This is an optimization exercise on Yosys and OpenROAD, whose aim is small area, a short achievable clock period and few clock cycles, not a production implementation. RTL that was checked went through simulation tests only; none was proved equivalent to the original. Function not checked in runs 7 and 8: the RTL went through the layout flow alone. Power is estimated from default activity; no workload was simulated.

`config.mk`:
```
export PLATFORM = sky130hd
export DESIGN_NAME = FAdd
export DESIGN_NICKNAME = FAdd
export VERILOG_FILES = /design/flow/design.v
export SDC_FILE = /design/flow/constraint.sdc
export NUM_CORES = 4
export LEC_CHECK = 0
export ABC_AREA = 1
export CAP_MARGIN = 20
export CORE_MARGIN = 2
export CORE_UTILIZATION = 30
export CTS_BUF_LIST = sky130_fd_sc_hd__clkbuf_8
export SETUP_SLACK_MARGIN = 2.5
export SLEW_MARGIN = 20
```
`constraint.sdc`:
```
create_clock -name core_clock -period 10.0 [get_ports {clk}]
set_input_delay 2.0000 -clock core_clock [delete_from_list [all_inputs] [get_ports {clk}]]
set_output_delay 2.0000 -clock core_clock [all_outputs]
set_load 0.01 [all_outputs]
```
`design.v`:
```
module FAdd(
    input rst,
    input clk,
    input  [31:0]               a,
    input  [31:0]               b,
    output reg [31:0]           c,
    output reg [2:0]            state
);
    wire a_s = a[31];
    wire b_s = b[31];
    wire [7:0] a_e = a[30:23];
    wire [7:0] b_e = b[30:23];
    wire a_h = |a_e;
    wire b_h = |b_e;
    wire a_max = &a_e;
    wire b_max = &b_e;
    wire a_mz = ~|a[22:0];
    wire b_mz = ~|b[22:0];
    wire a_inf = a_max & a_mz;
    wire b_inf = b_max & b_mz;
    wire any_nan = (a_max & ~a_mz) | (b_max & ~b_mz) | (a_inf & b_inf & (a_s ^ b_s));
    wire swap, same;
    fa_gt #(31) u_cmp(.a(b[30:0]), .b(a[30:0]), .gt(swap), .eq(same));
    wire [7:0] ea1 = {a_e[7:1], a_e[0] | ~a_h};    
    wire [7:0] eb1 = {b_e[7:1], b_e[0] | ~b_h};
    wire [7:0] d = swap ? eb1 - ea1 : ea1 - eb1;
    wire [7:0] e_big = swap ? eb1 : ea1;
    wire s_big = swap ? b_s : a_s;
    wire [23:0] m_big = swap ? {b_h, b[22:0]} : {a_h, a[22:0]};
    wire [23:0] m_sml = swap ? {a_h, a[22:0]} : {b_h, b[22:0]};
    wire sub = a_s ^ b_s;
    wire big = |d[7:5];
    reg [25:0] t;
    reg        st;
    integer k;
    always @* begin
        t = {m_sml, 2'b00};
        st = 1'b0;
        for (k = 0; k < 5; k = k + 1)
            if (d[k]) begin
                st = st | |(t & ((26'd1 << (1 << k)) - 1));
                t = t >> (1 << k);
            end
    end
    wire [25:0] al = big ? 26'd0 : t;
    wire sticky = big ? |m_sml : st;
    wire [27:0] op_s = {1'b0, al, sticky};
    wire [27:0] sum;
    fa_add #(28) u_add(.x({1'b0, m_big, 3'b000}), .y(op_s ^ {28{sub}}), .ci(sub), .s(sum));
    reg first_n;               
    reg [27:0] r_sum;
    reg [7:0]  r_e;
    reg        r_s;
    reg        r_nan;
    always @(posedge clk) begin
        first_n <= rst;
        if (!first_n) begin
            r_sum <= sum;
            r_e   <= e_big;
            r_s   <= s_big & ~(sub & same);    
            r_nan <= any_nan;
        end
    end
    reg [27:0] lim;
    integer i;
    always @* begin
        for (i = 0; i < 28; i = i + 1)
            lim[i] = (r_e == 27 - i);
    end
    wire [27:0] lz_in = r_sum | lim;
    wire [4:0] lz;
    fa_lzc u_lzc(.x({lz_in, 4'b0000}), .n(lz), .zero());
    reg [27:0] n;
    integer j;
    always @* begin
        n = r_sum;
        for (j = 4; j >= 0; j = j - 1)
            if (lz[j]) n = n << (1 << j);
    end
    wire [7:0] ex = {8{n[27]}} & (r_e + 8'd1 - {3'b0, lz});
    wire rnd = n[3] & (n[2] | n[1] | n[0] | n[4]);
    wire [30:0] pk;
    fa_inc #(31) u_inc(.x({ex, n[26:4]}), .ci(rnd), .s(pk));
    wire ovf = (r_e == 8'd254) & r_sum[27];
    always @* begin
        state = {3{first_n}};
        if (r_nan)
            c = 32'h7f800001;
        else if (&r_e | ovf)         
            c = {r_s, 8'hff, 23'd0};
        else
            c = {r_s, pk};
    end
endmodule
module fa_add #(parameter N = 28) (
    input  [N-1:0] x,
    input  [N-1:0] y,
    input          ci,
    output [N-1:0] s
);
    localparam M = N + 1;
    reg [M-1:0] g, p, gn, pn;
    integer l, i;
    always @* begin
        g = {x & y, ci};
        p = {x ^ y, 1'b0};
        for (l = 1; l < M; l = l * 2) begin
            gn = g; pn = p;
            for (i = 0; i < M; i = i + 1)
                if ((i / l) % 2 == 1) begin
                    gn[i] = g[i] | (p[i] & g[(i/l)*l - 1]);
                    pn[i] = p[i] & p[(i/l)*l - 1];
                end
            g = gn; p = pn;
        end
    end
    assign s = x ^ y ^ g[M-2:0];
endmodule
module fa_inc #(parameter N = 31) (
    input  [N-1:0] x,
    input          ci,
    output [N-1:0] s
);
    reg [N-1:0] p, pn;
    integer l, i;
    always @* begin
        p = x;
        for (l = 1; l < N; l = l * 2) begin
            pn = p;
            for (i = 0; i < N; i = i + 1)
                if ((i / l) % 2 == 1) pn[i] = p[i] & p[(i/l)*l - 1];
            p = pn;
        end
    end
    assign s = x ^ ({p[N-2:0], 1'b1} & {N{ci}});
endmodule
module fa_gt #(parameter N = 31) (
    input  [N-1:0] a,
    input  [N-1:0] b,
    output         gt,
    output         eq
);
    reg [N-1:0] g, e, gn, en;
    integer l, i;
    always @* begin
        g = a & ~b;
        e = ~(a ^ b);
        for (l = 1; l < N; l = l * 2) begin
            gn = g; en = e;
            for (i = 0; i < N; i = i + 1)
                if ((i / l) % 2 == 1) begin
                    gn[i] = g[i] | (e[i] & g[(i/l)*l - 1]);
                    en[i] = e[i] & e[(i/l)*l - 1];
                end
            g = gn; e = en;
        end
    end
    assign gt = g[N-1];
    assign eq = e[N-1];
endmodule
module fa_lzc (
    input  [31:0] x,
    output [4:0]  n,
    output        zero
);
    reg [15:0] z0;  reg [15:0] c0;       
    reg [7:0]  z1;  reg [15:0] c1;       
    reg [3:0]  z2;  reg [11:0] c2;       
    reg [1:0]  z3;  reg [7:0]  c3;       
    integer i;
    always @* begin
        for (i = 0; i < 16; i = i + 1) begin
            z0[i] = ~x[2*i+1] & ~x[2*i];
            c0[i] = ~x[2*i+1];
        end
        for (i = 0; i < 8; i = i + 1) begin
            z1[i] = z0[2*i+1] & z0[2*i];
            c1[2*i +: 2] = z0[2*i+1] ? {1'b1, c0[2*i]} : {1'b0, c0[2*i+1]};
        end
        for (i = 0; i < 4; i = i + 1) begin
            z2[i] = z1[2*i+1] & z1[2*i];
            c2[3*i +: 3] = z1[2*i+1] ? {1'b1, c1[2*(2*i) +: 2]} : {1'b0, c1[2*(2*i+1) +: 2]};
        end
        for (i = 0; i < 2; i = i + 1) begin
            z3[i] = z2[2*i+1] & z2[2*i];
            c3[4*i +: 4] = z2[2*i+1] ? {1'b1, c2[3*(2*i) +: 3]} : {1'b0, c2[3*(2*i+1) +: 3]};
        end
    end
    assign n = z3[1] ? {1'b1, c3[3:0]} : {1'b0, c3[7:4]};
    assign zero = z3[1] & z3[0];
endmodule
```
`flow/run.sh`:
```
#!/bin/bash
# Layout flow: the standard flow (standard.sh) with two changes.
#  1. Synthesis is the standard synthesis script, except that ABC maps
#     the logic with flow/map.abc instead of ORFS's abc_area.script.  All
#     other synthesis steps, and so every register, are unchanged.
#  2. buffer_ports uses sky130_fd_sc_hd__buf_2 for the port buffers (every
#     input and output still gets its own buffer).
set -euo pipefail
W=$(pwd)
cat > "$W/my_synth.tcl" <<EOT
proc abc {args} {
  set i [lsearch -exact \$args -script]
  if {\$i >= 0} { lset args [expr {\$i+1}] $W/flow/map.abc }
  yosys abc {*}\$args
}
source $W/synth_recipe.tcl
EOT
sed "s#SYNTH_SCRIPT=[^ ]*#SYNTH_SCRIPT=$W/my_synth.tcl#" standard.sh > my_standard.sh
grep -q "SYNTH_SCRIPT=$W/my_synth.tcl" my_standard.sh
export BUFFER_PORTS_ARGS="-buffer_cell sky130_fd_sc_hd__buf_2"
bash my_standard.sh > standard.log 2>&1
```
`flow/map.abc`:
```
&get -n
&st
&dch
&nf -R 1000
&put
topo
stime -c
buffer -c
upsize -c
dnsize -c
```
`standard.sh`:
```
#!/bin/bash
# synth_recipe.tcl (not shown) runs the flow's synth.tcl, then flattens the netlist and writes it again
# the make line also repeats each setting of config.mk as NAME=value (left out here)
make -C /OpenROAD-flow-scripts/flow DESIGN_CONFIG=/design/flow/config.mk WORK_HOME=/design/flow/orfs CLKGATE_MAP_FILE= SYNTH_SCRIPT=/design/flow/synth_recipe.tcl "${@:-finish}"
```
==> flow_metrics.env, run 1 <==
export IMPL_cap_violations=0
export IMPL_core_area_mm2=0.0267
export IMPL_vias=8867
export IMPL_slew_headroom_pct=50.2
export IMPL_dieWidth_um=168
export IMPL_max_stage_delay_ps=530
export IMPL_final_core_util_pct=39.6
export IMPL_critPathRequiredTime_ps=10050
export IMPL_die_area_mm2=0.0284
export IMPL_htree_num_levels=2
export IMPL_ys_types=64
export IMPL_start_util_pct=30.4
export IMPL_cp_slowest_cell="fa_2"
export IMPL_start_kind="input pin"
export IMPL_syn_instance_count=1162
export IMPL_antenna_found_initial=0
export IMPL_dp_cells=1555
export IMPL_fin_crit_ps=7380
export IMPL_place_hpwl_um=20000
export IMPL_drv_slew=0
export IMPL_drc=0
export IMPL_power_leakage_nw=4.58
export IMPL_final_common_cell="nor2_1"
export IMPL_fin_crit_sh_pct=73.8
export IMPL_drt_iter0_drc=481
export IMPL_clk_latency_ps=290
export IMPL_cts_tree="yes"
export IMPL_synth_avg_cell_area_um2=6.98
export IMPL_ys_seq_area_share_pct=14.3
export IMPL_vias_per_cell=5.40
export IMPL_critPathCaptureType="register"
export IMPL_wl_um=26700
export IMPL_layout_drive_gt1_share_pct=28.5
export IMPL_finalWorstSetupSlack_ps=2620
export IMPL_holdPathStages=2
export IMPL_synth_largest_area_cell="edfxtp_1"
export IMPL_core_rowCount=60
export IMPL_ys_top_cells_by_area="edfxtp_1 (14%), ha_1 (12%), a21oi_1 (9.9%), mux2i_1 (9.5%), nor2_1 (8.0%)"
export IMPL_synth_edf_count=38
export IMPL_cts_made_buffers=5
export IMPL_rsz0062_at_grt="no"
export IMPL_multi_input_area_mm2=0.00727
export IMPL_track_usage_pct=17.1
export IMPL_critical_path_class="input pin to register"
export IMPL_clk_root_buffer_cell="clkbuf_8"
export IMPL_final_nets=1451
export IMPL_regArea_mm2=0.00116
export IMPL_rrSetupSlack_ps=8860
export IMPL_die_h_um=168
export IMPL_critPathArrivalTime_ps=7430
export IMPL_max_freq_mhz=136
export IMPL_dp_worst_setup_slack_ps=1070
export IMPL_synth_warnings=5
export IMPL_yosysTopAreaCellShare_pct=14.1
export IMPL_finalSetupViolCount=0
export IMPL_dr_pass1_iters=5
export IMPL_rr_endpoint="r_sum[7]"
export IMPL_min_delay_start="first_n"
export IMPL_first_global_vias=7869
export IMPL_vdd_drop_max_v=0.0000808
export IMPL_syn_area_mm2=0.00812
export IMPL_hp_class="register to register"
export IMPL_powerDensity_mw_per_mm2=177
export IMPL_port_buffers=100
export IMPL_hold_viol=0
export IMPL_grt_pass1_wl_um=39800
export IMPL_post_drt_wl_per_cell_um=16.2
export IMPL_async_flop_share_pct=0
export IMPL_fin_tns_setup_ps=0
export IMPL_r2r_start="first_n"
export IMPL_critical_path_max_fanout=24
export IMPL_synth_nets=1312
export IMPL_synth_seq_cells=39
export IMPL_fin_cells=1643
export IMPL_routabilityCongestion=0.946
export IMPL_synthFlopType="edfxtp_1"
export IMPL_clk_path_buf_depth=2
export IMPL_grt_max_degree=40
export IMPL_min_to="r_e[4]"
export IMPL_ant_nets=0
export IMPL_grt_overflow_total=0
export IMPL_final_cell_mix="nor2_1 (156), a21oi_1 (115), buf_2 (98), nand2_1 (90), buf_4 (73)"
export IMPL_r2r_cells=2
export IMPL_area_growth_pct=30.4
export IMPL_clock_sinks=39
export IMPL_worst_slew_pin_slew_ps=745
export IMPL_fin_worst_skew_ps=6.11
export IMPL_io_pins=101
export IMPL_clk_pin_slew_worst_paths_ps=70
export IMPL_num_antenna_cells=0
export IMPL_fillers=2777
export IMPL_outcome="finished clean"
kinds of logic (layout without fill, tap and decap cells):
logic type                 after synthesis  after routing  synth area share, %
adders and majority gates               84             84                 13.5
DFF                                     39             39                 14.3
xor gates and xnor gates                62             62                 6.69
and+or+nand+nor                        408            409                 23.0
buffers and inverters                  142            276                 7.23
AOI/OAI and AO/OA                      343            346                 24.8
muxes                                   84             86                 10.5
cell usage after synthesis, types with 4 or more instances:
| cell type | number |
|---|---|
| nand2_1 | 98 |
| mux2i_1 | 77 |
| nor2b_1 | 5 |
| a21oi_1 | 161 |
| a21o_1 | 14 |
| o211ai_1 | 6 |
| a311oi_1 | 11 |
| nor4_1 | 18 |
| nand4b_1 | 6 |
| xnor2_1 | 24 |
| buf_4 | 10 |
| mux2_2 | 7 |
| ha_1 | 78 |
| nor3_1 | 14 |
| or2_2 | 4 |
| and2_1 | 12 |
| o21ai_0 | 79 |
| xor2_1 | 38 |
| buf_1 | 7 |
| nand4_1 | 19 |
| clkbuf_1 | 33 |
| a211oi_1 | 18 |
| and3_1 | 19 |
| o22ai_1 | 8 |
| a31oi_1 | 16 |
| fa_1 | 6 |
| edfxtp_1 | 38 |
| nand3_1 | 24 |
| inv_1 | 75 |
| buf_2 | 13 |
| nand2b_1 | 5 |
| nor2_1 | 172 |
power breakdown:
group / internal [W] / switching [W]
sequential: 0.000250 / 0.0000668
clock: 0.0000545 / 0.0000499
combinational: 0.000623 / 0.000825
metrics by stage:
step / hold WS, ps / power (W) / instance area (µm²)
after floorplan: 1120 / 0.00117 / 8120
after global placement: 873 / 0.00148 / 8920
after detailed placement: 881 / 0.00149 / 8920
after CTS: 897 / 0.00167 / 9500
after global routing: 941 / 0.00203 / 10600
final: 878 / 0.00187 / 10600
flip-flops by register name, summed over array words and instances (netlist names):
name     cells
r_sum       28
r_e          8
first_n      1
r_nan        1
r_s          1
area by class of cell:
| class | count | share of cell area [%] |
|---|---|---|
| Multi-Input combinational cell | 987 | 68.7 |
| Timing Repair Buffer | 189 | 12.6 |
| Sequential cell | 39 | 11.0 |
| Tap cell | 341 | 4.03 |
| Inverter | 79 | 2.86 |
| Clock buffer | 6 | 0.780 |
| Clock inverter | 2 | 0.0828 |
how the worst max path moves through the flow:
| stage | startpoint | endpoint | cells past startpoint |
|---|---|---|---|
| global route | b[25] | r_sum[15] | 30 |
| detailed placement | a[25] | r_sum[20] | 32 |
| floorplan | a[17] | r_sum[20] | 28 |
| global placement | a[25] | r_sum[20] | 32 |
| CTS | r_e[6] | c[30] | 30 |
| finish | a[17] | r_sum[15] | 29 |
per-layer routing:
layer  part of all wire, %  global-route usage [%]
met5                     0                       0
met4                   3.1                    6.26
met3                   3.0                   0.631
met2                    48                    28.8
met1                    46                    23.3
what timing repair did:
action	in CTS	in global routing
hold buffers	0	0
endpoints found under the setup margin	47	38
pin swaps	15	56
gates resized for setup	58	170
setup buffers	17	53
cloned	6	4
worst max-delay path: cells and delay by family:
| kind | cells | cell delay [ps] |
|---|---|---|
| buf+inv | 7 | 780 |
| compound gates | 8 | 1440 |
| mux | 2 | 590 |
| simple gates | 8 | 1280 |
| fa+ha+maj | 3 | 1050 |
| xor+xnor | 1 | 290 |
Testbench counts, summed over its fixed seeds: cycles 24,000.
==> run 2, diff against run 1 <==
--- a/config.mk
+++ b/config.mk
@@ -12,3 +12,3 @@
 export CTS_BUF_LIST = sky130_fd_sc_hd__clkbuf_8
-export SETUP_SLACK_MARGIN = 2.5
+export SETUP_SLACK_MARGIN = 1.75
 export SLEW_MARGIN = 20
==> run 2 against run 1 <==
Effect of this change:
- still clean
- sequential share of layout area rose by 1.5 points
- synthesized cell count is the same
- first-iteration DRC count fell by 5.2%
- critical path depth grew 1
- flip-flop and latch count is the same
- via count decreased by 6.3%
- cell area decreased by 12%
- clock skew rose by 1.6 ps
- fmax fell by 6.1%
- register-to-register slack about the same
- die area is the same
- critical path type unchanged
- largest power group unchanged
==> flow_metrics.env, run 2 <==
export IMPL_outcome="finished clean"
export IMPL_hp_class="register to register"
export IMPL_cap_violations=0
export IMPL_async_flop_share_pct=0
export IMPL_place_hpwl_um=20100
export IMPL_vias_per_cell=5.28
export IMPL_antenna_found_initial=0
export IMPL_start_util_pct=30.4
export IMPL_clk_path_buf_depth=2
export IMPL_fin_crit_ps=7860
export IMPL_io_pins=101
export IMPL_yosysMostFrequentCell="nor2_1"
export IMPL_final_core_util_pct=34.7
export IMPL_vdd_drop_max_v=0.0000695
export IMPL_die_area_mm2=0.0284
export IMPL_post_dp_cell_area_mm2=0.00892
export IMPL_syn_instance_count=1162
export IMPL_fin_worst_skew_ps=7.76
export IMPL_post_drt_wl_per_cell_um=15.6
export IMPL_finalSetupViolCount=0
export IMPL_dr_pass1_iters=5
export IMPL_ys_types=64
export IMPL_largest_register_ffs=28
export IMPL_synth_edf_count=38
export IMPL_slew_headroom_pct=57.7
export IMPL_synth_avg_cell_area_um2=6.98
export IMPL_design_area_mm2=0.00928
export IMPL_start_kind="input pin"
export IMPL_first_global_vias=7419
export IMPL_rrSetupSlack_ps=8850
export IMPL_area_growth_pct=14.3
export IMPL_track_usage_pct=16.3
export IMPL_grt_max_degree=124
export IMPL_grt_pass1_wl_um=38100
export IMPL_startpoint="a[9]"
export IMPL_synth_largest_area_cell="edfxtp_1"
export IMPL_critPathRequiredTime_ps=10020
export IMPL_yosysTopAreaCellShare_pct=14.1
export IMPL_cts_made_buffers=5
export IMPL_final_cell_mix="nor2_1 (167), a21oi_1 (158), buf_2 (100), nand2_1 (97), o21ai_0 (78)"
export IMPL_port_buffers=100
export IMPL_seqPwrFrac_pct=18.6
export IMPL_num_antenna_cells=0
export IMPL_fin_crit_sh_pct=78.6
export IMPL_layout_drive_gt1_share_pct=14.5
export IMPL_routabilityCongestion=0.934
export IMPL_clk_pin_slew_worst_paths_ps=70
export IMPL_final_common_cell="nor2_1"
export IMPL_clock_sinks=39
export IMPL_critical_path_max_fanout=12
export IMPL_grt_overflow_total=0
export IMPL_switching_share_pct=50.1
export IMPL_hold_viol=0
export IMPL_drv_slew=0
export IMPL_endpoint="r_sum[27]"
export IMPL_pwr_share_comb_pct=72.5
export IMPL_regMostFlops="r_sum"
export IMPL_p_clk_share_pct=9.0
export IMPL_rr_endpoint="r_sum[19]"
export IMPL_critPathArrivalTime_ps=7880
export IMPL_wl_um=24500
export IMPL_die_h_um=168
export IMPL_synthTopCellsByCount="nor2_1 (172), a21oi_1 (161), nand2_1 (98)"
export IMPL_ys_seq_area_share_pct=14.3
export IMPL_top_regs="r_sum x28, r_e x8"
export IMPL_rsz0062_at_grt="no"
export IMPL_clk_latency_ps=290
export IMPL_ys_top_cells_by_area="edfxtp_1 (14%), ha_1 (12%), a21oi_1 (9.9%), mux2i_1 (9.5%), nor2_1 (8.0%)"
export IMPL_synthFlopType="edfxtp_1"
export IMPL_cp_slowest_cell="a211oi_1"
export IMPL_htree_num_levels=2
export IMPL_powerDensity_mw_per_mm2=182
export IMPL_critical_path_class="input pin to register"
export IMPL_r2r_cells=2
export IMPL_p_int_w=0.000842
export IMPL_synth_nets=1312
export IMPL_core_rowCount=60
export IMPL_syn_area_mm2=0.00812
export IMPL_clk_root_buffer_cell="clkbuf_8"
export IMPL_cp_common_cell="a21o_1"
export IMPL_cts_tree="yes"
export IMPL_ant_nets=0
export IMPL_critPathCaptureType="register"
export IMPL_vias=8304
export IMPL_dieWidth_um=168
export IMPL_drc=0
export IMPL_drt_iter0_drc=456
export IMPL_r2r_start="first_n"
export IMPL_worst_slew_pin_slew_ps=633
export IMPL_fin_tns_setup_ps=0
export IMPL_p_sw_w=0.000844
export IMPL_max_freq_mhz=127
export IMPL_max_stage_delay_ps=450
export IMPL_core_area_mm2=0.0267
export IMPL_synth_warnings=5
export IMPL_synth_seq_cells=39
export IMPL_power_leakage_nw=4.17
export IMPL_final_nets=1380
## run 2: power groups by stage
| stage | sequential (W) | clock [W] | combinational [W] |
|---|---|---|---|
| 5_1_grt | 0.000316 | 0.000163 | 0.00137 |
| 3_5_place_dp | 0.000312 | 0 | 0.00118 |
| 4_1_cts | 0.000309 | 0.000155 | 0.00119 |
| 2_1_floorplan | 0.000280 | 0 | 0.000890 |
| 3_3_place_gp | 0.000312 | 0 | 0.00117 |
| 6_report | 0.000313 | 0.000151 | 0.00122 |
## run 2: worst min-delay path by stage
stage	from	end	slack, ps	depth (start not counted)
floorplan	first_n	r_e[0]	1120	1
global placement	first_n	r_e[2]	870	2
detailed placement	first_n	r_e[4]	890	2
CTS	first_n	r_e[4]	910	2
global route	first_n	r_e[4]	950	2
finish	first_n	r_e[4]	890	2
## run 2: cells by family after synthesis
group	after synthesis	synth area share (%)
compound gates	343	24.8
xor+xnor	62	6.69
fa+ha+maj	84	13.5
buf+inv	142	7.23
flops	39	14.3
mux	84	10.5
simple gates	408	23.0
## run 2: per-layer routing
layer | part of all wire, % | vias to the layer above | routed length (µm) | GRT usage [%]
met5 | 0 | - | 0 | 0
met4 | 2.2 | 0 | 541 | 5.02
met3 | 4.7 | 29 | 1150 | 0.701
met2 | 45 | 251 | 11000 | 27.1
met1 | 48 | 3706 | 11800 | 22.9
li1 | - | 4318 | - | -
## run 2: metrics by stage
stage / total power, W / cells / hold slack (ps) / worst slack, ps
floorplan: 0.00117 / 1162 / 1120 / 2110
global placement: 0.00149 / 1553 / 874 / 1610
detailed placement: 0.00149 / 1553 / 888 / 1430
CTS: 0.00165 / 1561 / 908 / 1800
global route: 0.00185 / 1572 / 955 / 1750
finish: 0.00169 / 1572 / 889 / 2140
## run 2: layout make-up
cell class	instances	area [µm²]
flip-flops and latches	39	1160
clock inverters	3	63.8
clock buffers	5	68.8
well taps	341	427
multi-input cells	982	6550
inverters	79	297
fillers	2912	17400
repair buffers	123	709
## run 2: critical path, delay by kind of cell
family / cells / cell delay [ps]
compound gates: 16 / 3300
mux: 1 / 340
buf+inv: 4 / 290
fa+ha+maj: 2 / 530
xor+xnor: 3 / 480
simple gates: 4 / 920
## run 2: timing repair
item,4_1_cts,5_1_grt
hold buffers,0,0
buffers inserted,0,8
cloned,0,3
setup endpoints to repair,4,30
pin swaps,0,3
resized for setup,5,27
==> run 3, diff against run 2 <==
--- a/config.mk
+++ b/config.mk
@@ -12,3 +12,3 @@
 export CTS_BUF_LIST = sky130_fd_sc_hd__clkbuf_8
-export SETUP_SLACK_MARGIN = 1.75
+export SETUP_SLACK_MARGIN = 2.0
 export SLEW_MARGIN = 20
==> run 3 against run 2 <==
Effect of this change:
- sequential power barely moved
- die area unchanged
- clock power is essentially flat
- clock skew is essentially flat
- synthesized area is the same
- critical path type unchanged
==> flow_metrics.env, run 3 <==
export IMPL_fin_crit_ps=7630
export IMPL_finalSetupViolCount=0
export IMPL_synthFlopType="edfxtp_1"
export IMPL_drt_iter0_drc=413
export IMPL_vias=8333
export IMPL_clk_root_buffer_cell="clkbuf_8"
export IMPL_regArea_mm2=0.00116
export IMPL_start_kind="input pin"
export IMPL_yosysTopAreaCellShare_pct=14.1
export IMPL_first_global_vias=7446
export IMPL_clk_pin_slew_worst_paths_ps=70
export IMPL_final_common_cell="nor2_1"
export IMPL_top_regs="r_sum x28, r_e x8"
export IMPL_r2r_start="first_n"
export IMPL_rsz0062_at_grt="no"
export IMPL_core_rowCount=60
export IMPL_yosysMostFrequentCell="nor2_1"
export IMPL_vdd_drop_max_v=0.0000695
export IMPL_fin_tns_setup_ps=0
export IMPL_synth_nets=1312
export IMPL_wl_um=24500
export IMPL_r2r_cells=2
export IMPL_fin_crit_sh_pct=76.3
export IMPL_cap_violations=0
export IMPL_largest_register_ffs=28
export IMPL_regMostFlops="r_sum"
export IMPL_min_delay_start="first_n"
export IMPL_synth_largest_area_cell="edfxtp_1"
export IMPL_synthTopCellsByCount="nor2_1 (172), a21oi_1 (161), nand2_1 (98)"
export IMPL_final_cell_mix="nor2_1 (164), a21oi_1 (157), buf_2 (100), nand2_1 (97), o21ai_0 (78)"
export IMPL_grt_overflow_total=0
export IMPL_worst_slew_pin_slew_ps=619
export IMPL_cts_made_buffers=5
export IMPL_synth_avg_cell_area_um2=6.98
export IMPL_critPathRequiredTime_ps=10030
export IMPL_powerDensity_mw_per_mm2=181
export IMPL_area_growth_pct=15.1
export IMPL_fin_cells=1572
export IMPL_ys_types=64
export IMPL_clk_path_buf_depth=2
export IMPL_cts_tree="yes"
export IMPL_ys_top_cells_by_area="edfxtp_1 (14%), ha_1 (12%), a21oi_1 (9.9%), mux2i_1 (9.5%), nor2_1 (8.0%)"
export IMPL_synth_warnings=5
export IMPL_min_to="r_e[4]"
export IMPL_cp_slowest_cell="or4_1"
export IMPL_clk_latency_ps=290
export IMPL_outcome="finished clean"
export IMPL_fillers=2900
export IMPL_cp_num_buf_inv=5
export IMPL_antenna_found_initial=0
export IMPL_cpLargestDelayFamily="simple AND/OR/NAND/NOR gates"
export IMPL_synth_edf_count=38
export IMPL_power_leakage_nw=4.17
export IMPL_syn_instance_count=1162
export IMPL_critical_path_max_fanout=31
export IMPL_ant_nets=0
export IMPL_num_antenna_cells=0
export IMPL_max_freq_mhz=131
export IMPL_syn_area_mm2=0.00812
export IMPL_met1_usage_pct=22.9
export IMPL_ys_seq_area_share_pct=14.3
export IMPL_rr_endpoint="r_sum[19]"
export IMPL_die_area_mm2=0.0284
export IMPL_critPathCaptureType="register"
export IMPL_critPathArrivalTime_ps=7660
export IMPL_vias_per_cell=5.30
export IMPL_grt_pass1_wl_um=38200
export IMPL_core_area_mm2=0.0267
export IMPL_post_drt_wl_per_cell_um=15.6
export IMPL_synth_seq_cells=39
export IMPL_hold_viol=0
export IMPL_layout_drive_gt1_share_pct=15.5
export IMPL_slew_headroom_pct=58.7
export IMPL_multi_input_area_mm2=0.00662
export IMPL_final_nets=1380
export IMPL_holdPathStages=2
export IMPL_dr_pass1_iters=5
export IMPL_use_met3_pct=0.678
export IMPL_routabilityCongestion=0.934
export IMPL_drv_slew=0
export IMPL_start_util_pct=30.4
export IMPL_grt_max_degree=124
export IMPL_drc=0
export IMPL_rrSetupSlack_ps=8850
export IMPL_clock_sinks=39
export IMPL_fin_worst_skew_ps=7.79
export IMPL_track_usage_pct=16.3
export IMPL_hp_class="register to register"
export IMPL_htree_num_levels=2
export IMPL_async_flop_share_pct=0
export IMPL_final_core_util_pct=35.0
export IMPL_grt_busiest_layer="met2"
export IMPL_critical_path_class="input pin to register"
export IMPL_io_pins=101
export IMPL_dieWidth_um=168
export IMPL_place_hpwl_um=20100
export IMPL_max_stage_delay_ps=480
export IMPL_dp_cells=1553
export IMPL_die_h_um=168
export IMPL_port_buffers=100
export IMPL_use_met2_pct=27.2
run 3: cell counts after synthesis:
No cell type changed its count.
run 3: layer usage:
metal / vias to the layer above / share of wire, %
met2: 252 / 45
met3: 31 / 4.6
met1: 3728 / 48
met4: 0 / 2.1
li1: 4322 / -
met5: - / 0
run 3: cell families after synthesis:
family,count (synthesis),share of synthesized area (%)
and+or+nand+nor,408,23.0
AOI/OAI and AO/OA,343,24.8
buffers and inverters,142,7.23
muxes,84,10.5
adders and majority gates,84,13.5
xor gates and xnor gates,62,6.69
DFF,39,14.3
run 3: final cells by class:
| cell class | count | share of cell area, % |
|---|---|---|
| clock inverter | 3 | 0.683 |
| sequential | 39 | 12.4 |
| timing repair buffer | 123 | 7.61 |
| multi-input combinational | 982 | 70.8 |
| tap | 341 | 4.57 |
| clock buffer | 5 | 0.736 |
| inverter | 79 | 3.17 |
run 3: worst max path at each step:
| stage | start | slack (ps) | to | depth (start not counted) |
|---|---|---|---|---|
| after floorplan | a[17] | 2110 | r_sum[20] | 29 |
| after global placement | a[15] | 1610 | r_sum[27] | 31 |
| after detailed placement | a[9] | 1430 | r_sum[20] | 27 |
| after CTS | a[26] | 2020 | r_sum[27] | 31 |
| after global routing | a[15] | 1930 | r_sum[27] | 31 |
| final | a[15] | 2370 | r_sum[20] | 32 |
run 3: through the flow:
stage / total power, W / hold WS, ps / instance area [µm²] / setup WS, ps
after CTS: 0.00166 / 908 / 9120 / 2020
after global routing: 0.00185 / 955 / 9340 / 1930
after detailed placement: 0.00149 / 888 / 8920 / 1430
final: 0.00169 / 889 / 9340 / 2370
after global placement: 0.00149 / 874 / 8920 / 1610
after floorplan: 0.00117 / 1120 / 8120 / 2110
run 3: repair_timing:
item,in CTS,in global routing
pin swaps,2,4
hold buffers,0,0
setup buffers,3,5
setup endpoints to repair,16,32
resized for setup,10,38
gates cloned,0,3
run 3: tightest hold or removal path: stages, from the launching register on:
cell	delay (ps)
dfxtp_1	350
inv_1	50
buf_4	270
run 3: power breakdown:
group	leakage (nW)	switching, W	total, W	internal (W)
logic	3.72	0.000733	0.00123	0.000496
registers	0.383	0.0000629	0.000312	0.000249
clock network	0.0695	0.0000521	0.000151	0.0000986
total	4.17	0.000848	0.00169	0.000844
==> run 4, diff against run 3 <==
--- a/config.mk
+++ b/config.mk
@@ -10,3 +10,3 @@
 export CORE_MARGIN = 2
-export CORE_UTILIZATION = 30
+export CORE_UTILIZATION = 40
 export CTS_BUF_LIST = sky130_fd_sc_hd__clkbuf_8
==> run 4 against run 3 <==
Effect of this change:
- still clean
- clock power is 13% lower
- synthesized cell count unchanged
- clock skew grew 2.0 ps
- sequential power is essentially flat
- clock-buffer cell count stayed put
- register-to-register slack about the same
- core utilization grew 13 points
- worst setup slack got worse by 150 ps
- critical path type unchanged
- largest power group unchanged
- highest routed layer unchanged
==> flow_metrics.env, run 4 <==
export IMPL_wl_um=25600
export IMPL_synth_avg_cell_area_um2=6.98
export IMPL_yosysMostFrequentCell="nor2_1"
export IMPL_critPathArrivalTime_ps=7820
export IMPL_critPathRequiredTime_ps=10040
export IMPL_worst_slew_pin_slew_ps=731
export IMPL_final_cell_mix="nor2_1 (162), a21oi_1 (135), buf_2 (100), nand2_1 (97), ha_1 (75)"
export IMPL_clk_path_buf_depth=2
export IMPL_hp_class="register to register"
export IMPL_seqPwrFrac_pct=18.0
export IMPL_final_nets=1403
export IMPL_dp_worst_setup_slack_ps=1180
export IMPL_fin_crit_ps=7770
export IMPL_rrSetupSlack_ps=8850
export IMPL_p_int_w=0.000860
export IMPL_fin_worst_skew_ps=9.77
export IMPL_min_delay_start="first_n"
export IMPL_cp_slowest_cell="or4_1"
export IMPL_top_regs="r_sum x28, r_e x8"
export IMPL_post_dp_cell_area_mm2=0.00883
export IMPL_synth_nets=1312
export IMPL_core_rowCount=52
export IMPL_switching_share_pct=50.9
export IMPL_htree_num_levels=2
export IMPL_vdd_drop_max_v=0.0000644
export IMPL_critical_path_class="input pin to register"
export IMPL_design_area_mm2=0.00964
export IMPL_first_global_vias=7814
export IMPL_clk_root_buffer_cell="clkbuf_8"
export IMPL_startpoint="a[17]"
export IMPL_syn_area_mm2=0.00812
export IMPL_die_area_mm2=0.0214
export IMPL_p_clk_share_pct=7.5
export IMPL_powerDensity_mw_per_mm2=182
export IMPL_routabilityCongestion=0.930
export IMPL_finalWorstSetupSlack_ps=2230
export IMPL_pwr_share_comb_pct=74.5
export IMPL_hold_viol=0
export IMPL_start_kind="input pin"
export IMPL_ys_top_cells_by_area="edfxtp_1 (14%), ha_1 (12%), a21oi_1 (9.9%), mux2i_1 (9.5%), nor2_1 (8.0%)"
export IMPL_port_buffers=100
export IMPL_place_hpwl_um=19800
export IMPL_critical_path_max_fanout=7
export IMPL_grt_pass1_wl_um=39100
export IMPL_grt_overflow_total=0
export IMPL_slew_headroom_pct=51.1
export IMPL_critPathCaptureType="register"
export IMPL_syn_instance_count=1162
export IMPL_yosysTopAreaCellShare_pct=14.1
export IMPL_synth_warnings=5
export IMPL_synth_largest_area_cell="edfxtp_1"
export IMPL_synthFlopType="edfxtp_1"
export IMPL_power_leakage_nw=4.32
export IMPL_clk_latency_ps=300
export IMPL_final_common_cell="nor2_1"
export IMPL_drv_slew=0
export IMPL_rsz0062_at_grt="no"
export IMPL_drc=0
export IMPL_ant_nets=0
export IMPL_largest_register_ffs=28
export IMPL_synth_edf_count=38
export IMPL_r2r_start="first_n"
export IMPL_start_util_pct=40.4
export IMPL_core_area_mm2=0.0201
export IMPL_max_stage_delay_ps=470
export IMPL_vias=8681
export IMPL_io_pins=101
export IMPL_clk_pin_slew_worst_paths_ps=80
export IMPL_dieWidth_um=146
export IMPL_vias_per_cell=5.70
export IMPL_drt_iter0_drc=655
export IMPL_finalSetupViolCount=0
export IMPL_fin_crit_sh_pct=77.7
export IMPL_cap_violations=0
export IMPL_dr_pass1_iters=8
export IMPL_synthTopCellsByCount="nor2_1 (172), a21oi_1 (161), nand2_1 (98)"
export IMPL_area_growth_pct=18.8
export IMPL_antenna_found_initial=0
export IMPL_grt_max_degree=59
export IMPL_synth_seq_cells=39
export IMPL_die_h_um=146
export IMPL_async_flop_share_pct=0
export IMPL_fillers=2040
export IMPL_outcome="finished clean"
export IMPL_post_drt_wl_per_cell_um=16.8
export IMPL_num_antenna_cells=0
export IMPL_layout_drive_gt1_share_pct=19.3
export IMPL_ys_types=64
export IMPL_power_w=0.00175
export IMPL_cts_tree="yes"
export IMPL_track_usage_pct=22.1
export IMPL_fin_tns_setup_ps=0
export IMPL_max_freq_mhz=129
export IMPL_regMostFlops="r_sum"
export IMPL_clock_sinks=39
export IMPL_ys_seq_area_share_pct=14.3
export IMPL_cts_made_buffers=5
export IMPL_p_sw_w=0.000892
run 4: kinds of logic (layout without fill, tap and decap cells):
family	count (synthesis)	in the layout	share of synthesized area, %
AOI/OAI and AO/OA	343	344	24.8
xor gates and xnor gates	62	62	6.69
adders and majority gates	84	84	13.5
buffers and inverters	142	232	7.23
DFF	39	39	14.3
muxes	84	85	10.5
and+or+nand+nor	408	408	23.0
run 4: power groups by stage:
stage | sequential, W | combinational, W | clock (W)
2_1_floorplan | 0.000280 | 0.000890 | 0
3_3_place_gp | 0.000312 | 0.00118 | 0
3_5_place_dp | 0.000313 | 0.00118 | 0
4_1_cts | 0.000310 | 0.00121 | 0.000136
5_1_grt | 0.000318 | 0.00145 | 0.000144
6_report | 0.000315 | 0.00131 | 0.000131
run 4: critical path, delay by kind of cell:
family	cells	cell delay (ps)
AOI/OAI and AO/OA	10	2160
and+or+nand+nor	10	1740
muxes	4	810
buffers and inverters	4	480
xor gates and xnor gates	1	80
adders and majority gates	2	520
run 4: layout make-up:
class / count / area (µm²) / share of cell area, %
tap: 270 / 338 / 3.50
clock inverter: 3 / 43.8 / 0.454
multi-input combinational: 983 / 6770 / 70.2
sequential: 39 / 1160 / 12.0
clock buffer: 5 / 68.8 / 0.714
inverter: 79 / 300 / 3.11
timing repair buffer: 145 / 963 / 9.99
run 4: metrics by stage:
step | instances | hold WS [ps] | utilization [%]
detailed placement | 1480 | 888 | 43.9
floorplan | 1162 | 1120 | -
global placement | 1480 | 878 | 43.9
CTS | 1496 | 911 | 45.2
finish | 1524 | 892 | 48.0
global route | 1524 | 971 | 48.0
run 4: what timing repair did:
| item | 4_1_cts | 5_1_grt |
|---|---|---|
| endpoints found under the setup margin | 26 | 29 |
| hold buffers | 0 | 0 |
| gates cloned | 1 | 5 |
| hold endpoints to repair | 0 | 0 |
| gates resized for setup | 12 | 78 |
| pin swaps | 3 | 19 |
| setup buffers | 7 | 23 |
run 4: path summary, 6_finish.rpt:
check / end / depth (start not counted)
setup / recovery: r_sum[20] / 31
hold / removal: r_e[7] / 2
hold reg to reg: r_e[7] / 2
setup reg to reg: r_sum[21] / 2
run 4: routing by layer:
metal  vias up  track usage, %  share of wire [%]
li1       4377               -                  -
met2       281            38.2                 47
met5         -               0                  0
met4         0            8.69                3.7
met1      3970            28.5                 44
met3        53            1.94                4.6
==> run 5, diff against run 4 <==
--- a/config.mk
+++ b/config.mk
@@ -10,3 +10,3 @@
 export CORE_MARGIN = 2
-export CORE_UTILIZATION = 40
+export CORE_UTILIZATION = 25
 export CTS_BUF_LIST = sky130_fd_sc_hd__clkbuf_8
==> run 5 against run 4 <==
Effect of this change:
- clock power decreased by 24%
- first-iteration DRC count decreased by 15%
- synthesized cell count stayed put
- highest routed layer unchanged
==> flow_metrics.env, run 5 <==
export IMPL_outcome="finished clean"
export IMPL_grt_overflow_total=0
export IMPL_max_stage_delay_ps=480
export IMPL_synth_edf_count=38
export IMPL_use_met3_pct=0.533
export IMPL_dr_pass1_iters=5
export IMPL_largest_register_ffs=28
export IMPL_synth_nets=1312
export IMPL_synth_largest_area_cell="edfxtp_1"
export IMPL_fin_worst_skew_ps=7.76
export IMPL_ys_types=64
export IMPL_met1_usage_pct=20.8
export IMPL_critPathArrivalTime_ps=7730
export IMPL_dp_cells=1646
export IMPL_antenna_found_initial=0
export IMPL_final_core_util_pct=30.4
export IMPL_ys_seq_area_share_pct=14.3
export IMPL_design_area_mm2=0.00968
export IMPL_syn_area_mm2=0.00812
export IMPL_yosysTopAreaCellShare_pct=14.1
export IMPL_clk_pin_slew_worst_paths_ps=70
export IMPL_drc=0
export IMPL_worst_slew_pin_slew_ps=704
export IMPL_synthFlopType="edfxtp_1"
export IMPL_critical_path_max_fanout=7
export IMPL_max_freq_mhz=130
export IMPL_io_pins=101
export IMPL_ant_nets=0
export IMPL_num_antenna_cells=0
export IMPL_syn_instance_count=1162
export IMPL_fillers=3478
export IMPL_layout_drive_gt1_share_pct=17.9
export IMPL_synth_simple_area_share_pct=23.0
export IMPL_die_h_um=184
export IMPL_final_cell_mix="nor2_1 (163), a21oi_1 (146), buf_2 (101), nand2_1 (97), o21ai_0 (77)"
export IMPL_post_drt_wl_per_cell_um=14.7
export IMPL_holdPathStages=2
export IMPL_slew_headroom_pct=52.9
export IMPL_cap_violations=0
export IMPL_hold_buffers=0
export IMPL_synth_seq_cells=39
export IMPL_wl_um=24700
export IMPL_synthMuxAreaShare_pct=10.5
export IMPL_first_global_vias=7529
export IMPL_clock_sinks=39
export IMPL_regMostFlops="r_sum"
export IMPL_cp_slowest_cell="or4_1"
export IMPL_clk_latency_ps=290
export IMPL_critical_path_class="input pin to register"
export IMPL_drv_slew=0
export IMPL_final_nets=1400
export IMPL_r2r_cells=2
export IMPL_finalSetupViolCount=0
export IMPL_dieWidth_um=184
export IMPL_core_rowCount=65
export IMPL_synth_compound_area_share_pct=24.8
export IMPL_synth_avg_cell_area_um2=6.98
export IMPL_use_met2_pct=22.6
export IMPL_power_w=0.00168
export IMPL_synthTopCellsByCount="nor2_1 (172), a21oi_1 (161), nand2_1 (98)"
export IMPL_power_leakage_nw=4.25
export IMPL_rsz0062_at_grt="yes"
export IMPL_critPathRequiredTime_ps=10040
export IMPL_grt_pass1_wl_um=39100
export IMPL_powerDensity_mw_per_mm2=174
export IMPL_die_area_mm2=0.0339
export IMPL_htree_num_levels=2
export IMPL_area_growth_pct=19.2
export IMPL_synth_xor_area_share_pct=6.69
export IMPL_vias_per_cell=5.01
export IMPL_core_area_mm2=0.0318
export IMPL_start_kind="input pin"
export IMPL_vdd_drop_max_v=0.0000727
export IMPL_async_flop_share_pct=0
export IMPL_cts_tree="yes"
export IMPL_grt_busiest_layer="met2"
export IMPL_post_dp_cell_area_mm2=0.00903
export IMPL_hp_class="register to register"
export IMPL_top_regs="r_sum x28, r_e x8"
export IMPL_port_buffers=100
export IMPL_synthAdderAreaFrac_pct=13.5
export IMPL_fin_crit_sh_pct=76.9
export IMPL_final_common_cell="nor2_1"
export IMPL_ys_top_cells_by_area="edfxtp_1 (14%), ha_1 (12%), a21oi_1 (9.9%), mux2i_1 (9.5%), nor2_1 (8.0%)"
export IMPL_critPathCaptureType="register"
export IMPL_track_usage_pct=14.1
export IMPL_synth_top_family_by_area="compound AO/OA/AOI/OAI gates"
export IMPL_clk_root_buffer_cell="clkbuf_8"
export IMPL_place_hpwl_um=20000
export IMPL_start_util_pct=25.5
export IMPL_clk_path_buf_depth=2
export IMPL_hold_viol=0
export IMPL_fin_cells=1686
export IMPL_yosysMostFrequentCell="nor2_1"
export IMPL_vias=8440
export IMPL_fin_tns_setup_ps=0
export IMPL_cts_made_buffers=5
export IMPL_grt_max_degree=93
export IMPL_routabilityCongestion=0.933
export IMPL_fin_crit_ps=7690
export IMPL_synth_warnings=5
export IMPL_drt_iter0_drc=554
[run 5: cell counts after synthesis]
Identical to the previous run, type by type.
[run 5: cells by family after synthesis]
group | Yosys count
AOI/OAI and AO/OA | 343
muxes | 84
xor gates and xnor gates | 62
and+or+nand+nor | 408
adders and majority gates | 84
DFF | 39
buffers and inverters | 142
[run 5: power breakdown]
group	leakage, nW	total (W)	switching [W]	internal [W]
registers	0.383	0.000313	0.0000635	0.000249
logic	3.82	0.00127	0.000748	0.000519
clock network	0.0505	0.0000996	0.0000527	0.0000469
total	4.25	0.00168	0.000864	0.000816
[run 5: repair_timing]
action | in CTS | in global routing
setup endpoints to repair | 33 | 27
pin swaps | 3 | 10
cloned | 2 | 5
resized for setup | 11 | 54
buffers inserted | 5 | 20
[run 5: metrics by stage]
stage	hold slack, ps	worst slack (ps)
finish	884	2310
global route	978	1960
CTS	903	1950
detailed placement	885	930
global placement	877	1070
floorplan	1120	2110
[run 5: final timing paths]
kind	start	endpoint	slack [ps]
min reg2reg	first_n	r_e[4]	880
min	first_n	r_e[4]	880
max	a[29]	r_sum[20]	2310
max reg2reg	first_n	r_sum[8]	8860
[run 5: worst max-delay path: cells and delay by family]
kind	cells	cell delay [ps]
XOR/XNOR	2	430
adder cells (fa/ha/maj)	2	580
AO/OA/AOI/OAI	8	1660
multiplexers	2	710
AND/OR/NAND/NOR	9	1720
buffers and inverters	5	620
[run 5: cell type report]
class	instances	area [µm²]	area share [%]
multi-input cells	985	6720	69.4
flip-flops and latches	39	1160	12.0
repair buffers	140	873	9.03
well taps	435	544	5.63
inverters	79	300	3.10
clock buffers	5	68.8	0.711
clock inverters	3	12.5	0.129
[run 5: routing by layer]
metal | routed length (µm) | up-vias
li1 | - | 4365
met1 | 12400 | 3767
met2 | 10700 | 281
met3 | 1200 | 27
met4 | 397 | 0
met5 | 0 | -
==> run 6, diff against run 5 <==
--- a/config.mk
+++ b/config.mk
@@ -10,3 +10,3 @@
 export CORE_MARGIN = 2
-export CORE_UTILIZATION = 25
+export CORE_UTILIZATION = 35
 export CTS_BUF_LIST = sky130_fd_sc_hd__clkbuf_8
==> run 6 against run 5 <==
Effect of this change:
- register-to-register slack got worse by 20 ps
- core utilization grew 13 points
- routed wire length increased by 10%
- sequential power about the same
- via count increased by 4.9%
- die area down 28%
- cell area grew 2.5%
- final cell count is 7.9% lower
- flip-flop and latch count unchanged
- critical path type unchanged
- clock power rose by 29%
- still clean
- power grew 8.1%
==> flow_metrics.env, run 6 <==
export IMPL_clk_path_buf_depth=2
export IMPL_start_kind="input pin"
export IMPL_ys_types=64
export IMPL_vdd_drop_max_v=0.0000832
export IMPL_fin_tns_setup_ps=0
export IMPL_yosysMostFrequentCell="nor2_1"
export IMPL_syn_instance_count=1162
export IMPL_max_stage_delay_ps=500
export IMPL_synth_nets=1312
export IMPL_start_util_pct=35.7
export IMPL_synthFlopType="edfxtp_1"
export IMPL_slew_headroom_pct=52.8
export IMPL_post_drt_wl_per_cell_um=17.5
export IMPL_critPathRequiredTime_ps=10040
export IMPL_first_global_vias=7794
export IMPL_num_antenna_cells=0
export IMPL_cts_made_buffers=5
export IMPL_dieWidth_um=156
export IMPL_cp_slowest_cell="or4_4"
export IMPL_drt_iter0_drc=665
export IMPL_fin_crit_sh_pct=78.1
export IMPL_dp_cells=1498
export IMPL_max_freq_mhz=128
export IMPL_clk_latency_ps=290
export IMPL_regMostFlops="r_sum"
export IMPL_io_pins=101
export IMPL_power_leakage_nw=4.35
export IMPL_hp_class="register to register"
export IMPL_worst_slew_pin_slew_ps=706
export IMPL_grt_overflow_total=0
export IMPL_async_flop_share_pct=0
export IMPL_fin_cells=1552
export IMPL_cap_violations=0
export IMPL_cp_num_buf_inv=4
export IMPL_final_common_cell="nor2_1"
export IMPL_track_usage_pct=20.3
export IMPL_critical_path_max_fanout=7
export IMPL_yosysTopAreaCellShare_pct=14.1
export IMPL_cpLargestDelayFamily="compound AO/OA/AOI/OAI gates"
export IMPL_ys_seq_area_share_pct=14.3
export IMPL_top_regs="r_sum x28, r_e x8"
export IMPL_synth_largest_area_cell="edfxtp_1"
export IMPL_final_nets=1416
export IMPL_die_area_mm2=0.0244
export IMPL_ys_top_cells_by_area="edfxtp_1 (14%), ha_1 (12%), a21oi_1 (9.9%), mux2i_1 (9.5%), nor2_1 (8.0%)"
export IMPL_ant_nets=0
export IMPL_hold_viol=0
export IMPL_vias_per_cell=5.70
export IMPL_powerDensity_mw_per_mm2=183
export IMPL_syn_area_mm2=0.00812
export IMPL_grt_max_degree=124
export IMPL_routabilityCongestion=0.930
export IMPL_core_rowCount=55
export IMPL_dr_pass1_iters=5
export IMPL_synth_seq_cells=39
export IMPL_post_dp_cell_area_mm2=0.00888
export IMPL_synth_warnings=5
export IMPL_fin_worst_skew_ps=10.7
export IMPL_rsz0062_at_grt="yes"
export IMPL_design_area_mm2=0.00991
export IMPL_drv_slew=0
export IMPL_clk_pin_slew_worst_paths_ps=80
export IMPL_whs_ps=890
export IMPL_clock_sinks=39
export IMPL_cts_tree="yes"
export IMPL_finalSetupViolCount=0
export IMPL_critPathCaptureType="register"
export IMPL_synthTopCellsByCount="nor2_1 (172), a21oi_1 (161), nand2_1 (98)"
export IMPL_outcome="finished clean"
export IMPL_die_h_um=156
export IMPL_synth_avg_cell_area_um2=6.98
export IMPL_critPathArrivalTime_ps=7850
export IMPL_antenna_found_initial=0
export IMPL_fillers=2332
export IMPL_clk_root_buffer_cell="clkbuf_8"
export IMPL_synth_edf_count=38
export IMPL_wl_um=27200
export IMPL_place_hpwl_um=20600
export IMPL_drc=0
export IMPL_fin_crit_ps=7810
export IMPL_final_cell_mix="nor2_1 (160), a21oi_1 (130), buf_2 (99), nand2_1 (97)"
export IMPL_finalWorstSetupSlack_ps=2190
export IMPL_layout_drive_gt1_share_pct=22.3
export IMPL_port_buffers=100
export IMPL_grt_pass1_wl_um=40200
export IMPL_core_area_mm2=0.0227
export IMPL_htree_num_levels=2
export IMPL_vias=8853
export IMPL_dp_worst_setup_slack_ps=1170
export IMPL_critical_path_class="input pin to register"
export IMPL_area_growth_pct=22.1
export IMPL_largest_register_ffs=28
run 6: cell counts after synthesis:
No cell type changed its count.
run 6: layout make-up:
type	instances	area, µm²	share of cell area, %
multi-input cells	986	6990	70.5
flip-flops and latches	39	1160	11.7
repair buffers	155	997	10.1
well taps	285	357	3.60
inverters	79	299	3.02
clock buffers	5	68.8	0.694
clock inverters	3	43.8	0.442
run 6: logic make-up (layout without fill, tap and decap cells):
logic type | count (synthesis) | in the layout | share of synthesized area, %
xor+xnor | 62 | 63 | 6.69
buf+inv | 142 | 242 | 7.23
mux | 84 | 87 | 10.5
flops | 39 | 39 | 14.3
simple gates | 408 | 408 | 23.0
fa+ha+maj | 84 | 84 | 13.5
compound gates | 343 | 344 | 24.8
run 6: timing repair:
action | 4_1_cts | 5_1_grt
gates resized for setup | 19 | 111
hold buffers | 0 | 0
setup buffers | 8 | 28
gates cloned | 1 | 9
setup endpoints to repair | 27 | 31
pin swaps | 3 | 22
hold endpoints to repair | 0 | 0
run 6: path summary, 6_finish.rpt:
check | startpoint | endpoint | slack, ps | cells past startpoint
hold reg to reg | first_n | r_sum[7] | 890 | 2
setup reg to reg | first_n | r_sum[25] | 8840 | 2
hold / removal | first_n | r_sum[7] | 890 | 2
setup / recovery | a[25] | r_sum[16] | 2190 | 29
run 6: power breakdown:
group	switching, W	internal, W
sequential	0.0000657	0.000249
clock	0.0000542	0.0000742
combinational	0.000811	0.000561
run 6: routing by layer:
| layer | vias up | routed length, µm | track usage [%] |
|---|---|---|---|
| met5 | - | 0 | 0 |
| met2 | 293 | 13100 | 35.9 |
| met3 | 54 | 1070 | 0.858 |
| li1 | 4413 | - | - |
| met1 | 4093 | 12300 | 26.8 |
| met4 | 0 | 809 | 5.77 |
run 6: per-stage QoR:
step           power, W  util, %
2_1_floorplan   0.00117        -
3_3_place_gp    0.00151     39.1
3_5_place_dp    0.00152     39.1
4_1_cts         0.00168     40.3
5_1_grt         0.00197     43.7
6_report        0.00181     43.7
run 6: tightest hold or removal path, stage by stage, from the launching register on:
cell	delay (ps)
dfxtp_1	350
inv_1	50
buf_4	260
==> run 7, diff against run 6 <==
--- a/design.v
+++ b/design.v
@@ -21,2 +21,3 @@
     wire any_nan = (a_max & ~a_mz) | (b_max & ~b_mz) | (a_inf & b_inf & (a_s ^ b_s));
+    wire any_inf = a_inf | b_inf;
     wire swap, same;
@@ -54,2 +55,3 @@
     reg        r_nan;
+    reg        r_inf;
     always @(posedge clk) begin
@@ -61,2 +63,3 @@
             r_nan <= any_nan;
+            r_inf <= any_inf;
         end
@@ -88,3 +91,3 @@
             c = 32'h7f800001;
-        else if (&r_e | ovf)         
+        else if (r_inf | ovf)
             c = {r_s, 8'hff, 23'd0};
--- a/config.mk
+++ b/config.mk
@@ -10,3 +10,3 @@
 export CORE_MARGIN = 2
-export CORE_UTILIZATION = 35
+export CORE_UTILIZATION = 30
 export CTS_BUF_LIST = sky130_fd_sc_hd__clkbuf_8
==> run 7 against run 6 <==
Effect of this change:
- routed wire length decreased by 7.4%
- final cell count grew 5.7%
- register-to-register slack is essentially flat
- clock-buffer cell count is the same
- highest routed layer unchanged
- fmax increased by 3.0%
- die area rose by 19%
- synthesized cell count up 1.2%
- core utilization decreased by 8.5 points
- flip-flop and latch count increased by 1
- power fell by 5.3%
==> flow_metrics.env, run 7 <==
export IMPL_outcome="finished clean"
export IMPL_fin_crit_sh_pct=75.8
export IMPL_grt_overflow_total=0
export IMPL_dieWidth_um=171
export IMPL_vias_per_cell=5.17
export IMPL_ys_top_cells_by_area="edfxtp_1 (14%), ha_1 (12%), mux2i_1 (8.6%), a21oi_1 (8.1%), nor2_1 (7.1%)"
export IMPL_antenna_found_initial=0
export IMPL_syn_instance_count=1176
export IMPL_fin_tns_setup_ps=0
export IMPL_critical_path_max_fanout=21
export IMPL_final_nets=1412
export IMPL_vdd_drop_max_v=0.0000720
export IMPL_die_h_um=171
export IMPL_post_drt_wl_per_cell_um=15.3
export IMPL_vias=8480
export IMPL_rrSetupSlack_ps=8830
export IMPL_start_kind="register"
export IMPL_final_cell_mix="nor2_1 (155), a21oi_1 (130), nand2_1 (118), buf_2 (101), inv_1 (79)"
export IMPL_fillers=2994
export IMPL_cap_violations=0
export IMPL_drc=0
export IMPL_critical_path_class="register to output pin"
export IMPL_synth_seq_cells=40
export IMPL_drt_iter0_drc=429
export IMPL_clk_path_buf_depth=2
export IMPL_port_buffers=100
export IMPL_max_freq_mhz=132
export IMPL_hold_buffers=0
export IMPL_start_util_pct=30.3
export IMPL_fin_crit_ps=7580
export IMPL_wl_met3_um=934
export IMPL_critPathRequiredTime_ps=8000
export IMPL_grt_pass1_wl_um=39200
export IMPL_clock_sinks=40
export IMPL_clk_latency_ps=290
export IMPL_final_common_cell="nor2_1"
export IMPL_fin_cells=1641
export IMPL_worst_slew_pin_slew_ps=802
export IMPL_first_global_vias=7549
export IMPL_min_delay_start="first_n"
export IMPL_yosysTopAreaCellShare_pct=14.0
export IMPL_core_area_mm2=0.0276
export IMPL_clk_root_buffer_cell="clkbuf_8"
export IMPL_r2r_cells=2
export IMPL_synth_warnings=5
export IMPL_dp_cells=1605
export IMPL_rsz0062_at_grt="yes"
export IMPL_holdPathStages=2
export IMPL_async_flop_share_pct=0
export IMPL_top_regs="r_sum x28, r_e x8"
export IMPL_routabilityCongestion=0.928
export IMPL_hp_class="register to register"
export IMPL_met1_length_um=12300
export IMPL_num_antenna_cells=0
export IMPL_critPathCaptureType="output pin"
export IMPL_r2r_start="first_n"
export IMPL_hold_viol=0
export IMPL_dp_worst_setup_slack_ps=1190
export IMPL_synthTopCellsByCount="nor2_1 (157), a21oi_1 (135), nand2_1 (119)"
export IMPL_area_growth_pct=16.0
export IMPL_die_area_mm2=0.0292
export IMPL_dr_wl_met2_um=11300
export IMPL_powerDensity_mw_per_mm2=178
export IMPL_io_pins=101
export IMPL_yosysMostFrequentCell="nor2_1"
export IMPL_drv_slew=0
export IMPL_synth_xor_area_share_pct=6.82
export IMPL_ys_types=76
export IMPL_grt_max_degree=65
export IMPL_min_to="r_sum[5]"
export IMPL_critPathArrivalTime_ps=5580
export IMPL_synthFlopType="edfxtp_1"
export IMPL_whs_ps=919
export IMPL_synth_avg_cell_area_um2=7.10
export IMPL_layout_drive_gt1_share_pct=17.7
export IMPL_track_usage_pct=16.6
export IMPL_slew_headroom_pct=46.4
export IMPL_ant_nets=0
export IMPL_synth_nets=1326
export IMPL_clk_pin_slew_worst_paths_ps=80
export IMPL_largest_register_ffs=28
export IMPL_topRoutingLayerUsed="met4"
export IMPL_rr_endpoint="r_nan"
export IMPL_power_leakage_nw=4.22
export IMPL_synthMuxAreaShare_pct=9.54
export IMPL_wl_um=25200
export IMPL_fin_worst_skew_ps=1.89
export IMPL_core_rowCount=61
export IMPL_synth_simple_area_share_pct=23.7
export IMPL_synth_top_family_by_area="compound AO/OA/AOI/OAI gates"
export IMPL_synth_compound_area_share_pct=25.0
export IMPL_synth_largest_area_cell="edfxtp_1"
export IMPL_cts_made_buffers=5
export IMPL_power_w=0.00172
export IMPL_cts_tree="yes"
export IMPL_finalWorstSetupSlack_ps=2420
export IMPL_place_hpwl_um=20600
export IMPL_finalSetupViolCount=0
export IMPL_htree_num_levels=2
export IMPL_dr_pass1_iters=5
export IMPL_syn_area_mm2=0.00835
export IMPL_ys_seq_area_share_pct=14.3
export IMPL_regMostFlops="r_sum"
export IMPL_synth_edf_count=39
export IMPL_synthAdderAreaFrac_pct=13.1
-- run 7: per-layer routing --
metal,GRT usage (%),up-vias
met5,0,-
met4,4.61,0
met3,0.763,39
met2,27.6,246
met1,23.4,3800
li1,-,4395
-- run 7: cells by family (layout without fill, tap and decap cells) --
kind of cell	after synthesis	after routing
muxes	78	78
DFF	40	40
buffers and inverters	143	227
xor gates and xnor gates	65	65
adders and majority gates	84	84
AOI/OAI and AO/OA	343	345
and+or+nand+nor	423	424
-- run 7: cell type report --
class	instances	area (µm²)	area share, %
Tap cell	378	473	4.89
Clock inverter	3	42.5	0.440
Clock buffer	5	68.8	0.711
Sequential cell	40	1190	12.3
Timing Repair Buffer	137	838	8.66
Multi-Input combinational cell	996	6750	69.8
Inverter	82	313	3.23
-- run 7: worst max-delay path: stages, from the launching register on --
cell and delay (ps):
edfxtp_1 400, inv_1 90, ha_1 170, nor3b_4 410
buf_4 190, a311oi_1 80, nand2_1 270, o21ai_0 130
a21oi_1 330, o21a_4 390, mux2_4 350, nor2_2 70
a21oi_1 60, nor2_2 140, and3_2 220, and2_4 150
nand4_1 110, nor3_2 200, nand3_2 140, nor2_4 160
and4_1 240, and2b_1 180, nand3_2 110, nor2_4 130
nand2_1 90, o31a_1 240, o21ai_0 60, buf_2 150
-- run 7: power by group --
group	switching, W	internal (W)	leakage [nW]	total [W]
Sequential	0.0000673	0.000254	0.395	0.000321
Clock	0.0000576	0.0000738	0.0541	0.000131
Combinational	0.000754	0.000513	3.77	0.00127
-- run 7: timing repair --
action	4_1_cts	5_1_grt
resized for setup	3	32
pin swaps	2	6
gates cloned	1	4
setup buffers	4	19
endpoints found under the setup margin	29	29
-- run 7: worst max path at each step --
stage                     end  cells after the start  slack (ps)   start
finish                  c[30]                     27        2420  r_e[6]
detailed placement  r_sum[15]                     31        1190   a[25]
floorplan           r_sum[20]                     28        2190   a[17]
global route            c[30]                     27        1970  r_e[6]
CTS                 r_sum[15]                     31        2060   a[25]
global placement    r_sum[20]                     32        1290   a[25]
-- run 7: per-stage QoR --
stage | util, % | cell area, µm²
2_1_floorplan | - | 8350
3_3_place_gp | 33.2 | 9130
3_5_place_dp | 33.2 | 9140
4_1_cts | 33.8 | 9310
5_1_grt | 35.1 | 9680
6_report | 35.1 | 9680
==> run 8, diff against run 7 <==
--- a/config.mk
+++ b/config.mk
@@ -12,3 +12,3 @@
 export CTS_BUF_LIST = sky130_fd_sc_hd__clkbuf_8
-export SETUP_SLACK_MARGIN = 2.0
+export SETUP_SLACK_MARGIN = 1.5
 export SLEW_MARGIN = 20
==> run 8 against run 7 <==
Effect of this change:
- largest cell class unchanged
- still clean
- via count fell by 2.1%
- critical path type is now input pin to register
- worst setup slack got worse by 360 ps
- clock power barely moved
==> flow_metrics.env, run 8 <==
export IMPL_hp_class="register to register"
export IMPL_cp_common_cell="mux2i_1"
export IMPL_critPathArrivalTime_ps=7990
export IMPL_cts_made_buffers=5
export IMPL_drv_slew=0
export IMPL_grt_max_degree=65
export IMPL_fin_crit_sh_pct=79.4
export IMPL_slew_headroom_pct=47.2
export IMPL_track_usage_pct=16.6
export IMPL_synthFlopType="edfxtp_1"
export IMPL_start_kind="input pin"
export IMPL_syn_instance_count=1176
export IMPL_clk_path_buf_depth=2
export IMPL_vdd_drop_max_v=0.0000719
export IMPL_cts_tree="yes"
export IMPL_drc=0
export IMPL_power_w=0.00166
export IMPL_max_freq_mhz=126
export IMPL_die_h_um=171
export IMPL_design_area_mm2=0.00936
export IMPL_ys_seq_area_share_pct=14.3
export IMPL_regMostFlops="r_sum"
export IMPL_core_area_mm2=0.0276
export IMPL_final_nets=1393
export IMPL_ant_nets=0
export IMPL_ys_top_cells_by_area="edfxtp_1 (14%), ha_1 (12%), mux2i_1 (8.6%), a21oi_1 (8.1%), nor2_1 (7.1%)"
export IMPL_area_growth_pct=12.1
export IMPL_num_antenna_cells=0
export IMPL_synth_seq_cells=40
export IMPL_routabilityCongestion=0.928
export IMPL_ys_types=76
export IMPL_drt_iter0_drc=394
export IMPL_outcome="finished clean"
export IMPL_critical_path_max_fanout=64
export IMPL_htree_num_levels=2
export IMPL_clk_latency_ps=290
export IMPL_vias_per_cell=5.12
export IMPL_yosysTopAreaCellShare_pct=14.0
export IMPL_post_drt_wl_per_cell_um=14.9
export IMPL_fin_tns_setup_ps=0
export IMPL_core_rowCount=61
export IMPL_rsz0062_at_grt="yes"
export IMPL_hold_viol=0
export IMPL_synth_edf_count=39
export IMPL_cp_slowest_cell="o41ai_4"
export IMPL_powerDensity_mw_per_mm2=177
export IMPL_post_dp_cell_area_mm2=0.00914
export IMPL_critical_path_class="input pin to register"
export IMPL_max_stage_delay_ps=520
export IMPL_synth_warnings=5
export IMPL_clock_sinks=40
export IMPL_syn_area_mm2=0.00835
export IMPL_grt_busiest_layer="met2"
export IMPL_clk_root_buffer_cell="clkbuf_8"
export IMPL_wl_um=24200
export IMPL_vias=8299
export IMPL_antenna_found_initial=0
export IMPL_io_pins=101
export IMPL_largest_register_ffs=28
export IMPL_synth_largest_area_cell="edfxtp_1"
export IMPL_use_met3_pct=0.763
export IMPL_cap_violations=0
export IMPL_top_regs="r_sum x28, r_e x8"
export IMPL_finalSetupViolCount=0
export IMPL_met1_usage_pct=23.4
export IMPL_layout_drive_gt1_share_pct=15.0
export IMPL_synth_nets=1326
export IMPL_first_global_vias=7517
export IMPL_start_util_pct=30.3
export IMPL_die_area_mm2=0.0292
export IMPL_power_leakage_nw=4.09
export IMPL_async_flop_share_pct=0
export IMPL_grt_overflow_total=0
export IMPL_final_core_util_pct=34.0
export IMPL_dieWidth_um=171
export IMPL_critPathRequiredTime_ps=10050
export IMPL_synthTopCellsByCount="nor2_1 (157), a21oi_1 (135), nand2_1 (119)"
export IMPL_use_met2_pct=27.5
export IMPL_dr_pass1_iters=5
export IMPL_final_cell_mix="nor2_1 (157), a21oi_1 (134), nand2_1 (119), buf_2 (100)"
export IMPL_fin_worst_skew_ps=1.95
export IMPL_final_common_cell="nor2_1"
export IMPL_worst_slew_pin_slew_ps=789
export IMPL_grt_pass1_wl_um=39200
export IMPL_fin_crit_ps=7940
export IMPL_port_buffers=100
export IMPL_synth_avg_cell_area_um2=7.10
export IMPL_clk_pin_slew_worst_paths_ps=80
export IMPL_place_hpwl_um=20600
export IMPL_yosysMostFrequentCell="nor2_1"
export IMPL_critPathCaptureType="register"
run 8: cell types whose count changed in the layout (fill, tap and decap cells not counted), sizes merged:
cell    delta
buf       -15
clkbuf     -2
nand4      -1
o21a       -1
run 8: cells by family after synthesis:
kind of cell / count (synthesis) / share of synthesized area, %
flip-flops: 40 / 14.3
AO/OA/AOI/OAI: 343 / 25.0
multiplexers: 78 / 9.54
AND/OR/NAND/NOR: 423 / 23.7
buffers and inverters: 143 / 7.47
adder cells (fa/ha/maj): 84 / 13.1
XOR/XNOR: 65 / 6.82
run 8: critical path, delay by kind of cell:
kind	cells	cell delay, ps
muxes	4	890
xor gates and xnor gates	1	80
buffers and inverters	4	570
and+or+nand+nor	11	1860
AOI/OAI and AO/OA	10	1990
adders and majority gates	2	560
run 8: metal layers:
layer  wire (µm)  part of all wire (%)  vias up
met5           0                     0        -
met4         440                   1.8        0
met3         898                   3.7       25
met2       10900                    45      207
met1       12000                    50     3713
li1            -                     -     4354
run 8: worst paths after layout:
check | start | endpoint | slack [ps] | cells after the start
setup / recovery | a[25] | r_sum[20] | 2060 | 32
hold / removal | first_n | r_sum[7] | 920 | 2
setup reg to reg | first_n | r_nan | 8830 | 2
hold reg to reg | first_n | r_sum[7] | 920 | 2
run 8: final cells by class:
class,count,area [µm²]
Sequential cell,40,1190
Clock buffer,5,68.8
Fill cell,3006,18200
Multi-Input combinational cell,994,6600
Timing Repair Buffer,120,663
Tap cell,378,473
Clock inverter,3,42.5
Inverter,82,313
run 8: report_power, final:
part           switching [W]  internal, W  leakage (nW)
combinational       0.000728     0.000481          3.64
sequential         0.0000633     0.000254         0.395
clock              0.0000575    0.0000738        0.0541
run 8: per-stage QoR:
stage,hold WS (ps),setup slack [ps],std cells
floorplan,1130,2190,1176
global placement,921,1290,1605
detailed placement,933,1190,1605
CTS,950,1660,1614
global route,1010,1500,1622
finish,917,2060,1622
run 8: timing repair:
action	4_1_cts	5_1_grt
setup buffers	0	8
endpoints found under the hold margin	0	0
gates cloned	1	0
endpoints found under the setup margin	3	20
hold buffers	0	0
gates resized for setup	2	4
pin swaps	0	3

what the ideal ports hide:
The results above use ideal ports. As a check the final layouts listed here were re-extracted and re-timed, cells and wires unchanged. Step 1 assumes that a clkbuf_16 drives the clock port and a buf_2 every other input. Step 2, shift: input delay + t, output delay - t, t = (earliest + latest rising clock arrival at the registers) / 2. This alone moves slack from input paths to output paths. Three values: ideal, step 1, step 2; two values: the first two.
run | t, ns | slack for setup (ns) | worst register clock-pin slew, ns
run 1 | 0.317 | 2.621 / 2.630 / 2.314 | 0.08 / 0.08
run 2 | 0.318 | 2.141 / 2.148 / 1.830 | 0.07 / 0.07
run 3 | 0.318 | 2.372 / 2.381 / 2.063 | 0.07 / 0.07
run 4 | 0.326 | 2.226 / 2.244 / 1.918 | 0.09 / 0.09
run 5 | 0.319 | 2.306 / 2.317 / 1.998 | 0.07 / 0.07
run 6 | 0.316 | 2.193 / 2.199 / 1.884 | 0.08 / 0.08
run 7 | 0.325 | 2.418 / 2.385 / 2.109 | 0.08 / 0.08
run 8 | 0.325 | 2.060 / 2.072 / 1.748 | 0.08 / 0.08
After both steps every run listed still meets setup and hold. For run 8, which loses most, drivers alone change the setup slack by +0.012 ns; drivers and shift together by -0.312 ns.
